This is an optimization exercise on Yosys and OpenROAD, whose aim is small area and a short achievable clock period, not a production implementation. Only simulation tests tie the RTL to the original design; equivalence was not proved. Power and IR drop assume default switching activity.

==> run a: inputs <==
// top
module top (
  input         clk,
  input         rst,
  input  [31:0] a,
  input  [31:0] b,
  output [67:0] y
);
  reg [6:0] c11_ql;
  reg [10:0] c11_q0;
  reg [10:0] c11_q1;
  reg [6:0] c12_ql;
  reg [10:0] c12_q0;
  reg [10:0] c12_q1;
  reg [6:0] c21_ql;
  reg [10:0] c21_q0;
  reg [10:0] c21_q1;
  reg [6:0] c22_ql;
  reg [10:0] c22_q0;
  reg [10:0] c22_q1;
  always @(posedge clk or posedge rst) begin
    if (rst) begin
      c11_ql <= 7'd0;
      c11_q0 <= 11'd0;
      c11_q1 <= 11'd0;
      c12_ql <= 7'd0;
      c12_q0 <= 11'd0;
      c12_q1 <= 11'd0;
      c21_ql <= 7'd0;
      c21_q0 <= 11'd0;
      c21_q1 <= 11'd0;
      c22_ql <= 7'd0;
      c22_q0 <= 11'd0;
      c22_q1 <= 11'd0;
    end else begin
      c11_ql <= c11_ql_d;
      c11_q0 <= c11_q0_d;
      c11_q1 <= c11_q1_d;
      c12_ql <= c12_ql_d;
      c12_q0 <= c12_q0_d;
      c12_q1 <= c12_q1_d;
      c21_ql <= c21_ql_d;
      c21_q0 <= c21_q0_d;
      c21_q1 <= c21_q1_d;
      c22_ql <= c22_ql_d;
      c22_q0 <= c22_q0_d;
      c22_q1 <= c22_q1_d;
    end
  end
  wire [7:0] ea0 = a[7:0];
  wire [7:0] eb0 = b[7:0];
  wire [7:0] ea1 = a[15:8];
  wire [7:0] eb1 = b[15:8];
  wire [7:0] ea2 = a[23:16];
  wire [7:0] eb2 = b[23:16];
  wire [7:0] ea3 = a[31:24];
  wire [7:0] eb3 = b[31:24];
  wire c11_pp1 = ea0[0] & eb0[0];
  wire c11_pp2 = ea0[0] & eb0[1];
  wire c11_pp3 = ea0[0] & eb0[2];
  wire c11_pp4 = ea0[0] & eb0[3];
  wire c11_pp5 = ea0[0] & eb0[4];
  wire c11_pp6 = ea0[0] & eb0[5];
  wire c11_pp7 = ea0[0] & eb0[6];
  wire c11_pp8 = ea0[0] & eb0[7];
  wire c11_pp9 = ea0[1] & eb0[0];
  wire c11_pp10 = ea0[1] & eb0[1];
  wire c11_pp11 = ea0[1] & eb0[2];
  wire c11_pp12 = ea0[1] & eb0[3];
  wire c11_pp13 = ea0[1] & eb0[4];
  wire c11_pp14 = ea0[1] & eb0[5];
  wire c11_pp15 = ea0[1] & eb0[6];
  wire c11_pp16 = ea0[1] & eb0[7];
  wire c11_pp17 = ea0[2] & eb0[0];
  ...
Settings: LEC_CHECK=0, CAP_MARGIN=20, CORE_MARGIN=2, CORE_UTILIZATION=40, SLEW_MARGIN=70; clock period 12.0 ns.
run.sh (not shown) runs the stock make flow with config.mk's settings and CLKGATE_MAP_FILE= SYNTH_SCRIPT=/design/flow/synth_recipe.tcl, a recipe that flattens the netlist after the stock synthesis.
==> run b (differences from run a) <==
--- a/flow/config.mk
+++ b/flow/config.mk
@@ -9,3 +9,3 @@
 export CORE_MARGIN = 2
 export CORE_UTILIZATION = 40
-export SLEW_MARGIN = 70
+export SLEW_MARGIN = 90
==> run notes <==
Against run b, the sequential power of run a is smaller by 6.1%.
In synthesized cell count, run a and run b do not differ.
Of run a and run b, run b has the higher first-iteration DRC count (gap 9.7%, measured against run b).
Combinational power: run a is smaller than run b (about 30%).
In run a the non-clock buffer count is lower than in run b, by 189.
Against run b, the worst hold slack of run a is higher by 0.55 ns.
Between run a and run b, the lower setup slack is in run b (gap 5.4 ns).
In run a the via count is lower than in run b, by about 5.6%.
In sequential cell count, run b and run a do not differ.

==> job 413: inputs <==
top, a different RTL version from the one above (not shown whole).
Design top, start of the top module:
module top (
  input         clk,
  input         rst,
  input  [31:0] a,
  input  [31:0] b,
  output [67:0] y
);
  reg [26:0] c11_r;
  reg [26:0] c12_r;
  reg [26:0] c21_r;
  reg [26:0] c22_r;
  always @(posedge clk or posedge rst) begin
    if (rst) begin
      c11_r <= 27'd0;
      c12_r <= 27'd0;
      c21_r <= 27'd0;
      c22_r <= 27'd0;
    end else begin
      c11_r <= c11_d;
      c12_r <= c12_d;
      c21_r <= c21_d;
      c22_r <= c22_d;
    end
  end
  wire c11_pp1 = a[0] & b[0];
  wire c11_pp2 = a[0] & b[1];
  wire c11_pp3 = a[0] & b[2];
  wire c11_pp4 = a[0] & b[3];
  wire c11_pp5 = a[0] & b[4];
  wire c11_pp6 = a[0] & b[5];
  wire c11_pp7 = a[0] & b[6];
  wire c11_pp8 = a[0] & b[7];
  wire c11_pp9 = a[1] & b[0];
  wire c11_pp10 = a[1] & b[1];
  wire c11_pp11 = a[1] & b[2];
  wire c11_pp12 = a[1] & b[3];
  wire c11_pp13 = a[1] & b[4];
  wire c11_pp14 = a[1] & b[5];
  wire c11_pp15 = a[1] & b[6];
  wire c11_pp16 = a[1] & b[7];
  wire c11_pp17 = a[2] & b[0];
  wire c11_pp18 = a[2] & b[1];
  wire c11_pp19 = a[2] & b[2];
  wire c11_pp20 = a[2] & b[3];
  wire c11_pp21 = a[2] & b[4];
  wire c11_pp22 = a[2] & b[5];
  ...
export LEC_CHECK = 0
export CAP_MARGIN = 20
export CORE_MARGIN = 2
export CORE_UTILIZATION = 60
export PLACE_DENSITY = 0.75
export SLEW_MARGIN = 70
create_clock -name core_clock -period 12.0 [get_ports {clk}]
standard.sh (not shown) runs the stock make flow with config.mk's settings and CLKGATE_MAP_FILE= SYNTH_SCRIPT=/design/flow/synth_recipe.tcl, a recipe that flattens the netlist after the stock synthesis.
==> flow/flow/run.sh <==
#!/bin/bash
# Own layout flow: the standard flow, with two changes.
#  1. After the standard synthesis, polarity.py removes inverters around the full adders
#     (a netlist rewrite that keeps every register and the logic function).
#  2. Port buffers are buf_2 cells instead of the default delay-buffer cells.
# Each tool's output goes to a log file of its own in this folder.
set -euo pipefail
here=$(pwd)
R=$here/orfs/results/$FLOW_PLATFORM/top/base
bash standard.sh "$R/1_2_yosys.v" > synth.log 2>&1
cp "$R/1_2_yosys.v" "$here/1_2_yosys.std.v"
python3 flow/polarity.py "$here/1_2_yosys.std.v" "$R/1_2_yosys.v" > polarity.log 2>&1
export BUFFER_PORTS_ARGS="-buffer_cell sky130_fd_sc_hd__buf_2"
bash standard.sh > layout.log 2>&1
Other scripts of this flow, unchanged in this note and not shown: flow/flow/polarity.py
==> inputs of job 8506, as changes to job 413 <==
==> flow/flow/run.sh (replaced) <==
#!/bin/bash
# Own layout flow: the standard flow, with two changes.
#  1. After the standard synthesis, polarity.py removes inverters around the full adders
#     and orders each full adder's inputs by arrival time (a netlist rewrite that keeps
#     every register and the logic function).
#  2. Input ports get buf_4 buffers (each drives 16 gates) and output ports buf_1
#     buffers, instead of the default delay-buffer cells.
# Each tool's output goes to a log file of its own in this folder.
set -euo pipefail
here=$(pwd)
R=$here/orfs/results/$FLOW_PLATFORM/top/base
bash standard.sh "$R/1_2_yosys.v" > synth.log 2>&1
cp "$R/1_2_yosys.v" "$here/1_2_yosys.std.v"
python3 flow/polarity.py "$here/1_2_yosys.std.v" "$R/1_2_yosys.v" > polarity.log 2>&1
export BUFFER_PORTS_ARGS="-inputs -buffer_cell sky130_fd_sc_hd__buf_4"
export POST_GLOBAL_PLACE_TCL="$here/flow/outbuf.tcl"
bash standard.sh > layout.log 2>&1
==> flow/flow/outbuf.tcl (new file) <==
# Buffer the output ports (the input ports were buffered before global placement).
buffer_ports -outputs -buffer_cell sky130_fd_sc_hd__buf_1
Settings changed: CORE_UTILIZATION 60 to 40, PLACE_DENSITY 0.75 to default, SLEW_MARGIN 70 to 40.
==> inputs of job 5953, as changes to job 413 <==
==> flow/flow/run.sh (replaced) <==
#!/bin/bash
# Own layout flow: the standard flow, with two changes.
#  1. After the standard synthesis, polarity.py removes inverters around the full adders
#     and orders each full adder's inputs by arrival time (a netlist rewrite that keeps
#     every register and the logic function).
#  2. Input ports get buf_4 buffers (each drives 16 gates) and output ports buf_1
#     buffers, instead of the default delay-buffer cells.
# Each tool's output goes to a log file of its own in this folder.
set -euo pipefail
here=$(pwd)
R=$here/orfs/results/$FLOW_PLATFORM/top/base
bash standard.sh "$R/1_2_yosys.v" > synth.log 2>&1
cp "$R/1_2_yosys.v" "$here/1_2_yosys.std.v"
python3 flow/polarity.py "$here/1_2_yosys.std.v" "$R/1_2_yosys.v" > polarity.log 2>&1
export BUFFER_PORTS_ARGS="-inputs -buffer_cell sky130_fd_sc_hd__buf_4"
export POST_GLOBAL_PLACE_TCL="$here/flow/outbuf.tcl"
bash standard.sh > layout.log 2>&1
==> flow/flow/outbuf.tcl (new file) <==
# Buffer the output ports (the input ports were buffered before global placement).
buffer_ports -outputs -buffer_cell sky130_fd_sc_hd__buf_1
Settings changed: CORE_UTILIZATION 60 to 40, GPL_TIMING_DRIVEN from default to 0, PLACE_DENSITY 0.75 to default, SLEW_MARGIN 70 to 40.
==> notes <==
Job 5953 completed without violations. Job 413 completed with no timing, DRC or antenna violations. Job 8506 completed with no timing, DRC or antenna violations. Final area: job 5953 is higher than job 413 (about 4.4%). Global-route usage: job 413 > job 5953 > job 8506. Of job 8506 and job 413, job 8506 has the higher final cell count (gap 10%, measured against job 413). Via count: job 5953 > job 413 > job 8506. Core utilization, lowest first: job 8506, job 5953, job 413. Setup slack, highest first: job 8506, job 413, job 5953. Fmax, lowest first: job 5953, job 413, job 8506. Between job 413 and job 5953, the lower combinational power is in job 413 (gap about 2%, measured against job 5953).

[separate check: timing with driven ports]
No port has a modelled driver above. Below, the same layouts with a new extraction and two added sets of constraints.
Step 1 assumes that a clkbuf_16 drives the clock port and a buf_2 every other input.
Step 2 times the ports against the registers' clock, not the clock port: input delays grow and output delays shrink by t, the midpoint of the rising clock arrivals with the driver on.
Slacks: ideal ports / drivers / drivers and shift; pairs: ideal ports / drivers.
run | t, ns | setup slack, ns | hold WS [ns] | worst setup path after step 2
run a | 0.453 | 6.102 / 6.109 / 5.656 | 2.440 / 2.405 / 2.858 | input to register
run b | 0.450 | 0.735 / 0.679 / 1.129 | 1.893 / 1.859 / 2.309 | register to output
job 413 | 0.409 | 6.487 / 6.504 / 6.095 | 2.008 / 1.979 / 2.388 | input to register
job 8506 | 0.419 | 6.643 / 6.631 / 6.212 | 2.103 / 2.075 / 2.494 | input to register
job 5953 | 0.430 | 5.990 / 6.014 / 5.584 | 1.990 / 1.970 / 2.400 | input to register
After both steps setup and hold are still met in every run listed. For run a, which loses most, drivers alone change the setup slack by +0.007 ns; drivers and shift together by -0.446 ns.
